Source: an optimization exercise on an open RTL-to-GDS flow (aim: small area). Production flows keep margins and buffers that such runs may drop. In this exercise RTL edits were held to simulation tests only and were not proved equivalent to the original. No driver is modelled on the clock port, so clocking that relies on it looks cheaper here than on a real chip. Power figures rest on the tool's default switching activity, not on a simulated workload.

==> flow/design.v (excerpt) <==
module usb_tx
(
	input logic clk,
	input logic n_rst,
	input logic [7:0] tx_packet_data,
	input logic [6:0] tx_packet_data_size,
	input logic [1:0] tx_packet,
	output logic tx_status,
	output logic get_tx_packet_data,
	output logic dplus_out,
	output logic dminus_out
);
Size in the first run: roughly 57 flip-flops, roughly 23 I/O pins, ~2500 um^2 of cells after synthesis.
Settings: LEC_CHECK=0, CAP_MARGIN=20, CORE_MARGIN=2, CORE_UTILIZATION=70, PLACE_DENSITY=0.85, SLEW_MARGIN=20; clock period 5.0 ns.
standard.sh (not shown) runs the stock make flow with config.mk's settings and CLKGATE_MAP_FILE= SYNTH_SCRIPT=/design/flow/synth_recipe.tcl, a recipe that flattens the netlist after the stock synthesis.
==> flow/flow/run.sh <==
#!/bin/bash
# Own flow: the standard layout (standard.sh) with
#  - synthesis through flow/my_synth.tcl (area-oriented ABC mapping, no hard adder cells),
#  - the smallest buffer on every input and output port,
#  - a small clock tree (flow/cts_args.txt: small buffers, no dummy loads).
# Each tool's full output goes to the ORFS logs under orfs/logs; make's output to standard.log.
set -e
F=$(pwd)/flow
export MY_ABC_SCRIPT=$F/area.abc
bash standard.sh \
  SYNTH_SCRIPT=$F/my_synth.tcl ADDER_MAP_FILE= \
  "BUFFER_PORTS_ARGS=-buffer_cell sky130_fd_sc_hd__buf_1" \
  "CTS_ARGS=$(cat $F/cts_args.txt)" \
  finish > standard.log 2>&1
mkdir -p logs
cp -r orfs/logs/* logs/ 2>/dev/null || true
==> flow/flow/area.abc <==
strash
&get -n
&deepsyn -T 60
&put
dch -f
amap
strash
&get -n
&deepsyn -T 30
&put
dch -f
amap
==> flow/flow/cts_args.txt <==
-sink_clustering_enable -repair_clock_nets -dont_use_dummy_load -sink_clustering_size 40 -sink_clustering_max_diameter 150 -buf_list sky130_fd_sc_hd__clkbuf_4 -root_buf sky130_fd_sc_hd__clkbuf_4
==> flow/flow/my_synth.tcl <==
# The standard flow's synthesis script (synth_recipe.tcl) with one change: the technology
# mapping step runs an area-oriented ABC script (flow/area.abc) instead of
# ORFS's, so only the combinational logic differs; registers are untouched.
proc synth {args} { yosys synth -nofsm -noshare {*}$args }
proc abc {args} {
  set new {}
  set skip 0
  foreach a $args {
    if { $skip } { set skip 0; continue }
    if { $a eq "-script" } { set skip 1; continue }
    lappend new $a
  }
  yosys abc -script $::env(MY_ABC_SCRIPT) {*}$new
}
source $::env(SCRIPTS_DIR)/synth.tcl
# left out here: clear keep_hierarchy, flatten, clean up, hide names made inside functions, write 1_2_yosys.v
Edit:
==> flow/flow/cts_args.txt (replaced) <==
-sink_clustering_enable -repair_clock_nets -dont_use_dummy_load -sink_clustering_size 60 -sink_clustering_max_diameter 400 -buf_list sky130_fd_sc_hd__clkbuf_8 -root_buf sky130_fd_sc_hd__clkbuf_8
Settings changed: CORE_UTILIZATION 70 to 85, PLACE_DENSITY 0.85 to 0.95.
What happened: The new run died in global placement. Synthesized cell count does not change. Area after synthesis does not change.

---

## raven
Another version of the RTL of usb_tx (not shown whole).
For scale: ~57 flip-flops, roughly 23 I/O pins, roughly 0.0023 mm2 of cells after synthesis.
// usb_tx
module usb_tx
(
	input logic clk,
	input logic n_rst,
	input logic [7:0] tx_packet_data,
	input logic [6:0] tx_packet_data_size,
	input logic [1:0] tx_packet,
	output logic tx_status,
	output logic get_tx_packet_data,
	output logic dplus_out,
	output logic dminus_out
);
localparam logic [3:0] S_IDLE  = 4'd0,  S_START = 4'd1, S_SYNC  = 4'd2, S_LPID = 4'd3,
                       S_DPID  = 4'd4,  S_LDATA = 4'd5, S_SEND  = 4'd6, S_CRC0 = 4'd7,
                       S_WAIT  = 4'd8,  S_DELAY = 4'd9, S_EOP   = 4'd10;
logic [3:0] st, st_n;
logic [5:0] q;          
logic       act;        
logic [6:0] saved;      
logic [6:0] rem;        
logic       f512;
logic [2:0] bs;         
logic [7:1] nptsh;      
wire  [7:1] ptsh = ~nptsh;
logic       npts0;      
logic [15:0] crc;
logic [1:0] es;         
logic       dp, dm;
wire f8       = act & (q[2:0] == 3'd0);
wire f64      = act & (q == 6'd1);
wire stuffing = bs[2] & bs[1];
wire pts0     = ~npts0;
wire ser      = pts0;
wire in_start = (st == S_START);
wire in_dpid  = (st == S_DPID);
wire in_send  = (st == S_SEND);
wire clr      = in_start | (in_dpid & f64);
always_comb begin
	st_n = st;
	case (st)
		S_IDLE:  if (tx_packet != 2'b00) st_n = S_START;
		S_START: st_n = S_SYNC;
		S_SYNC:  if (f64) st_n = S_LPID;
		S_LPID:  st_n = (tx_packet == 2'b01) ? S_DPID : S_WAIT;
		S_DPID:  if (f64) st_n = S_LDATA;
		S_LDATA: st_n = f512 ? S_CRC0 : S_SEND;
		S_SEND:  if (f64) st_n = S_LDATA;
		S_CRC0:  if (f64) st_n = S_WAIT;
		S_WAIT:  if (f64) st_n = S_DELAY;
		S_DELAY: if (f8 | f64) st_n = S_EOP;
		S_EOP:   st_n = S_IDLE;
		default: st_n = 'x;
	endcase
	if (stuffing) st_n = st;
end
logic       load;
logic [7:0] dout;
always_comb begin
	load = 1'b0;
	dout = 'x;
	case (st)
		S_START: begin load = 1'b1; dout = 8'b10000000; end
		S_LPID:  begin load = 1'b1;
			if (tx_packet == 2'b01) dout = 8'b00111100;
			else if (tx_packet == 2'b10) dout = 8'b10110100;
			else dout = 8'b10100101;
		end
		S_LDATA: begin load = 1'b1; dout = f512 ? crc[7:0] : tx_packet_data; end
  ...
==> flow/config.mk <==
export PLATFORM = sky130hd
export DESIGN_NAME = usb_tx
export DESIGN_NICKNAME = usb_tx
export VERILOG_FILES = /design/flow/design.v
export SDC_FILE = /design/flow/constraint.sdc
export NUM_CORES = 4
export LEC_CHECK = 0
export CAP_MARGIN = 20
export CORE_MARGIN = 2
export CORE_UTILIZATION = 70
export PLACE_DENSITY = 0.85
export SLEW_MARGIN = 20
==> flow/constraint.sdc <==
create_clock -name core_clock -period 5.0 [get_ports {clk}]
set_input_delay 1.0000 -clock core_clock [delete_from_list [all_inputs] [get_ports {clk}]]
set_output_delay 1.0000 -clock core_clock [all_outputs]
set_load 0.01 [all_outputs]
==> flow/flow/run.sh <==
#!/bin/bash
# Own flow: the standard layout (standard.sh) with
#  - synthesis through flow/my_synth.tcl (area-oriented ABC mapping, best of several seeds,
#    no hard adder cells),
#  - the smallest buffer on every input and output port,
#  - a small clock tree built before CTS by flow/pre_cts.tcl (a root buffer and one
#    buffer per group of registers); CTS (flow/cts_args.txt) then finds nothing to add.
# Each tool's full output goes to the ORFS logs under orfs/logs; make's output to standard.log.
set -e
F=$(pwd)/flow
export MY_ABC_SEEDS="1 2 3 4 5 6 7 8"
export MY_ABC_TIME=20
export MY_CLK_BUF=sky130_fd_sc_hd__clkbuf_8
export MY_CLK_N=4
export MY_CLK_ROOT=sky130_fd_sc_hd__clkbuf_1
bash standard.sh \
  SYNTH_SCRIPT=$F/my_synth.tcl ADDER_MAP_FILE= \
  "BUFFER_PORTS_ARGS=-buffer_cell sky130_fd_sc_hd__buf_1" \
  "CTS_ARGS=$(cat $F/cts_args.txt)" PRE_CTS_TCL=$F/pre_cts.tcl \
  finish > standard.log 2>&1
mkdir -p logs
cp -r orfs/logs/* logs/ 2>/dev/null || true
==> flow/flow/my_synth.tcl <==
# The standard flow's synthesis script (synth_recipe.tcl) with one change: the technology
# mapping step runs an area-oriented ABC script instead of ORFS's, once per
# seed in MY_ABC_SEEDS, and keeps the smallest result. Only the combinational
# logic differs; the registers are mapped before this step and are untouched.
proc synth {args} { yosys synth -nofsm -noshare {*}$args }
proc abc {args} {
  set new {}
  set skip 0
  set lib ""
  set prev ""
  foreach a $args {
    if { $prev eq "-liberty" && $lib eq "" } { set lib $a }
    set prev $a
    if { $skip } { set skip 0; continue }
    if { $a eq "-script" } { set skip 1; continue }
    lappend new $a
  }
  yosys design -save pre_abc
  set best 1e30
  foreach sd $::env(MY_ABC_SEEDS) {
    yosys design -load pre_abc
    set f [file join $::env(OBJECTS_DIR) area_$sd.abc]
    set fh [open $f w]
    puts $fh "strash\n&get -n\n&deepsyn -T $::env(MY_ABC_TIME) -S $sd\n&put\ndch -f\namap"
    close $fh
    yosys abc -script $f {*}$new
    set s [tee -q -s result.string stat -liberty $lib]
    if { [regexp {Chip area for module '[^']*': ([0-9.]+)} $s -> area] } {
      puts "ABC seed $sd: area $area"
      if { $area < $best } {
        set best $area
        yosys design -save best_abc
      }
    }
  }
  puts "ABC best area $best"
  yosys design -load best_abc
}
source $::env(SCRIPTS_DIR)/synth.tcl
# left out here: clear keep_hierarchy, flatten, clean up, hide names made inside functions, write 1_2_yosys.v
==> flow/flow/pre_cts.tcl <==
# Clock distribution for this small design: the register clock pins are split
# into MY_CLK_N groups by position (k-means), and one clock buffer per group,
# placed at the group's centre, drives that group. The clock port drives only
# these buffers (through one root buffer if MY_CLK_ROOT is set), so CTS finds
# no register sinks on its net and adds nothing.
set block [ord::get_db_block]
set db [ord::get_db]
set clknet [$block findNet clk]
set master [$db findMaster $::env(MY_CLK_BUF)]
set k $::env(MY_CLK_N)
set sinks {}
foreach it [$clknet getITerms] {
  set bb [[$it getInst] getBBox]
  lappend sinks [list $it [expr { ([$bb xMin] + [$bb xMax]) / 2.0 }] [expr { ([$bb yMin] + [$bb yMax]) / 2.0 }]]
}
set sinks [lsort -real -index 1 $sinks]
set n [llength $sinks]
# initial centres: spread along x
set cx {}; set cy {}
for { set j 0 } { $j < $k } { incr j } {
  set s [lindex $sinks [expr { int(($j + 0.5) * $n / $k) }]]
  lappend cx [lindex $s 1]; lappend cy [lindex $s 2]
}
for { set iter 0 } { $iter < 20 } { incr iter } {
  set asg {}
  foreach s $sinks {
    set best 0; set bd 1e30
    for { set j 0 } { $j < $k } { incr j } {
      set d [expr { abs([lindex $s 1] - [lindex $cx $j]) + abs([lindex $s 2] - [lindex $cy $j]) }]
      if { $d < $bd } { set bd $d; set best $j }
    }
    lappend asg $best
  }
  for { set j 0 } { $j < $k } { incr j } {
    set sx 0; set sy 0; set m 0
    foreach s $sinks a $asg {
      if { $a == $j } { set sx [expr { $sx + [lindex $s 1] }]; set sy [expr { $sy + [lindex $s 2] }]; incr m }
    }
    if { $m > 0 } { lset cx $j [expr { $sx / $m }]; lset cy $j [expr { $sy / $m }] }
  }
}
for { set j 0 } { $j < $k } { incr j } {
  set inst [odb::dbInst_create $block $master clkbuf_root_$j]
  set net [odb::dbNet_create $block clk_root_$j]
  $net setSigType CLOCK
  set m 0
  foreach s $sinks a $asg {
    if { $a == $j } {
      set it [lindex $s 0]
      $it disconnect
      $it connect $net
      incr m
    }
  }
  [$inst findITerm A] connect $clknet
  [$inst findITerm X] connect $net
  $inst setLocation [expr { int([lindex $cx $j]) }] [expr { int([lindex $cy $j]) }]
  $inst setPlacementStatus PLACED
  puts "Inserted clock buffer clkbuf_root_$j ($::env(MY_CLK_BUF)) driving $m register clock pins"
}
if { [info exists ::env(MY_CLK_ROOT)] && $::env(MY_CLK_ROOT) ne "" } {
  # one root buffer between the clock port and the group buffers
  set rinst [odb::dbInst_create $block [$db findMaster $::env(MY_CLK_ROOT)] clkbuf_root]
  set rnet [odb::dbNet_create $block clk_root]
  $rnet setSigType CLOCK
  foreach it [$clknet getITerms] {
    $it disconnect
    $it connect $rnet
  }
  [$rinst findITerm A] connect $clknet
  [$rinst findITerm X] connect $rnet
  set sx 0; set sy 0
  for { set j 0 } { $j < $k } { incr j } { set sx [expr { $sx + [lindex $cx $j] }]; set sy [expr { $sy + [lindex $cy $j] }] }
  $rinst setLocation [expr { int($sx / $k) }] [expr { int($sy / $k) }]
  $rinst setPlacementStatus PLACED
  puts "Inserted root clock buffer clkbuf_root ($::env(MY_CLK_ROOT))"
}
detailed_placement
Other scripts of this flow, unchanged in this note and not shown: flow/flow/cts_args.txt
Here is what was changed in the inputs of onyx compared with raven.
Settings: swapping 70 for 74 in CORE_UTILIZATION; swapping 0.85 for 0.88 in PLACE_DENSITY.
-- flow/flow/run.sh --
<<< raven, line 12
export MY_ABC_TIME=20
export MY_CLK_BUF=sky130_fd_sc_hd__clkbuf_8
export MY_CLK_N=4
export MY_CLK_ROOT=sky130_fd_sc_hd__clkbuf_1
bash standard.sh \
>>> onyx, line 12
export MY_ABC_TIME=20
export MY_CLK_BUF=sky130_fd_sc_hd__clkbuf_8
export MY_CLK_N=3
export MY_CLK_ROOT=sky130_fd_sc_hd__clkbuf_1
bash standard.sh \
## What came out
onyx closes out successfully: all stages finished, all timing, DRC and antenna checks passed.
raven: flow completed, timing, DRC and antenna clean
Power share of the clock group was lower in the run labelled onyx.
onyx against raven: count of filler cells inserted in the layout down about 12%; remaining max-slew budget at the tightest pin up 4.3 points; clock tree skew after final layout down 12 ps.
> inputs changed (onyx -> cedar)
-- flow/flow/run.sh --
<<< onyx, line 9
set -e
F=$(pwd)/flow
export MY_ABC_SEEDS="1 2 3 4 5 6 7 8"
export MY_ABC_TIME=20
export MY_CLK_BUF=sky130_fd_sc_hd__clkbuf_8
>>> cedar, line 9
set -e
F=$(pwd)/flow
export MY_ABC_SEEDS="1 2 3 4 5 6 7 8 4:3 5:3 9:3 10:3 15:3 17:3"
export MY_ABC_TIME=20
export MY_CLK_BUF=sky130_fd_sc_hd__clkbuf_8
-- flow/flow/my_synth.tcl --
<<< onyx, line 18
  yosys design -save pre_abc
  set best 1e30
  foreach sd $::env(MY_ABC_SEEDS) {
    yosys design -load pre_abc
    set f [file join $::env(OBJECTS_DIR) area_$sd.abc]
    set fh [open $f w]
    puts $fh "strash\n&get -n\n&deepsyn -T $::env(MY_ABC_TIME) -S $sd\n&put\ndch -f\namap"
    close $fh
    yosys abc -script $f {*}$new
    set s [tee -q -s result.string stat -liberty $lib]
    if { [regexp {Chip area for module '[^']*': ([0-9.]+)} $s -> area] } {
      puts "ABC seed $sd: area $area"
      if { $area < $best } {
        set best $area
>>> cedar, line 18
  yosys design -save pre_abc
  set best 1e30
  # each entry of MY_ABC_SEEDS is SEED or SEED:SECONDS (default MY_ABC_TIME)
  foreach run $::env(MY_ABC_SEEDS) {
    set parts [split $run :]
    set sd [lindex $parts 0]
    set t [expr { [llength $parts] > 1 ? [lindex $parts 1] : $::env(MY_ABC_TIME) }]
    yosys design -load pre_abc
    set f [file join $::env(OBJECTS_DIR) area_${sd}_$t.abc]
    set fh [open $f w]
    puts $fh "strash\n&get -n\n&deepsyn -T $t -S $sd\n&put\ndch -f\namap"
    close $fh
    yosys abc -script $f {*}$new
    set s [tee -q -s result.string stat -liberty $lib]
    if { [regexp {Chip area for module '[^']*': ([0-9.]+)} $s -> area] } {
      puts "ABC seed $sd ($t s): area $area"
      if { $area < $best } {
        set best $area
Notes after the runs:
Each of the runs, namely cedar and onyx, reached the end of the flow and came out clean. Between cedar and onyx, the via-per-instance ratio figures differ only marginally. Setup slack came out exactly the same in cedar and onyx. Summary of cedar over onyx: routability congestion estimate level; post-route fraction of the period consumed by the critical path shows no meaningful change. Compared cedar against onyx; count of multi-input gates within noise.
> inputs changed (cedar -> lagoon)
-- flow/flow/run.sh --
<<< cedar, line 9
set -e
F=$(pwd)/flow
export MY_ABC_SEEDS="1 2 3 4 5 6 7 8 4:3 5:3 9:3 10:3 15:3 17:3"
export MY_ABC_TIME=20
export MY_CLK_BUF=sky130_fd_sc_hd__clkbuf_8
export MY_CLK_N=3
export MY_CLK_ROOT=sky130_fd_sc_hd__clkbuf_1
>>> lagoon, line 9
set -e
F=$(pwd)/flow
export MY_ABC_SEEDS="1 2 3 4 5 6 7 8 9 10 11 12 13 14 15 16 17 18 19 20 21 22 23 24"
export MY_ABC_TIME=3
export MY_CLK_BUF=sky130_fd_sc_hd__buf_6
export MY_CLK_N=3
export MY_CLK_ROOT=sky130_fd_sc_hd__clkbuf_1
-- flow/flow/my_synth.tcl --
<<< cedar, line 18
  yosys design -save pre_abc
  set best 1e30
  # each entry of MY_ABC_SEEDS is SEED or SEED:SECONDS (default MY_ABC_TIME)
  foreach run $::env(MY_ABC_SEEDS) {
    set parts [split $run :]
    set sd [lindex $parts 0]
    set t [expr { [llength $parts] > 1 ? [lindex $parts 1] : $::env(MY_ABC_TIME) }]
    yosys design -load pre_abc
    set f [file join $::env(OBJECTS_DIR) area_${sd}_$t.abc]
    set fh [open $f w]
    puts $fh "strash\n&get -n\n&deepsyn -T $t -S $sd\n&put\ndch -f\namap"
    close $fh
    yosys abc -script $f {*}$new
    set s [tee -q -s result.string stat -liberty $lib]
    if { [regexp {Chip area for module '[^']*': ([0-9.]+)} $s -> area] } {
      puts "ABC seed $sd ($t s): area $area"
      if { $area < $best } {
        set best $area
>>> lagoon, line 18
  yosys design -save pre_abc
  set best 1e30
  foreach sd $::env(MY_ABC_SEEDS) {
    yosys design -load pre_abc
    set f [file join $::env(OBJECTS_DIR) area_$sd.abc]
    set fh [open $f w]
    puts $fh "strash\n&get -n\n&deepsyn -T $::env(MY_ABC_TIME) -S $sd\n&put\ndch -f\namap"
    close $fh
    yosys abc -script $f {*}$new
    set s [tee -q -s result.string stat -liberty $lib]
    if { [regexp {Chip area for module '[^']*': ([0-9.]+)} $s -> area] } {
      puts "ABC seed $sd: area $area"
      if { $area < $best } {
        set best $area
From lagoon to cedar, design area did not move at all.
When lagoon is measured against cedar, its placed instance area turns out about 0.3% higher.
cedar → lagoon: largest clock skew in the final design now sits higher, synthesized net count now sits higher.
When lagoon is measured against cedar, its hold slack turns out 5.2 ps lower.
Looking at total vias in the final route, lagoon sits about 2.3% above cedar.
[compare] base=cedar new=lagoon: required time of the critical path climbed 1380 ps, power dropped 0.96%.

[afterwards: timing with drivers on the ports]
Ports are ideal in the flow. The routed layouts listed here were re-timed in OpenROAD.
Step 1, drivers: a clkbuf_16 drives clk and a buf_2 each remaining input, both assumed.
Step 2, shift: input delay + t, output delay - t, t = (earliest + latest rising clock arrival at the registers) / 2. This alone moves slack from input paths to output paths.
a / b / c = ideal ports / drivers / drivers and shift; a / b = the first two.
run	t (ns)	setup WS [ns]	worst data-port slew with drivers (ns)
the first run of note 1	0.415	1.389 / 1.389 / 1.389	0.03
raven	0.611	0.950 / 0.929 / 1.189	0.03
onyx	0.517	1.138 / 1.114 / 1.330	0.03
cedar	0.517	1.138 / 1.114 / 1.330	0.03
lagoon	0.488	1.475 / 1.457 / 1.475	0.03
After both steps setup and hold are still met in every run listed.
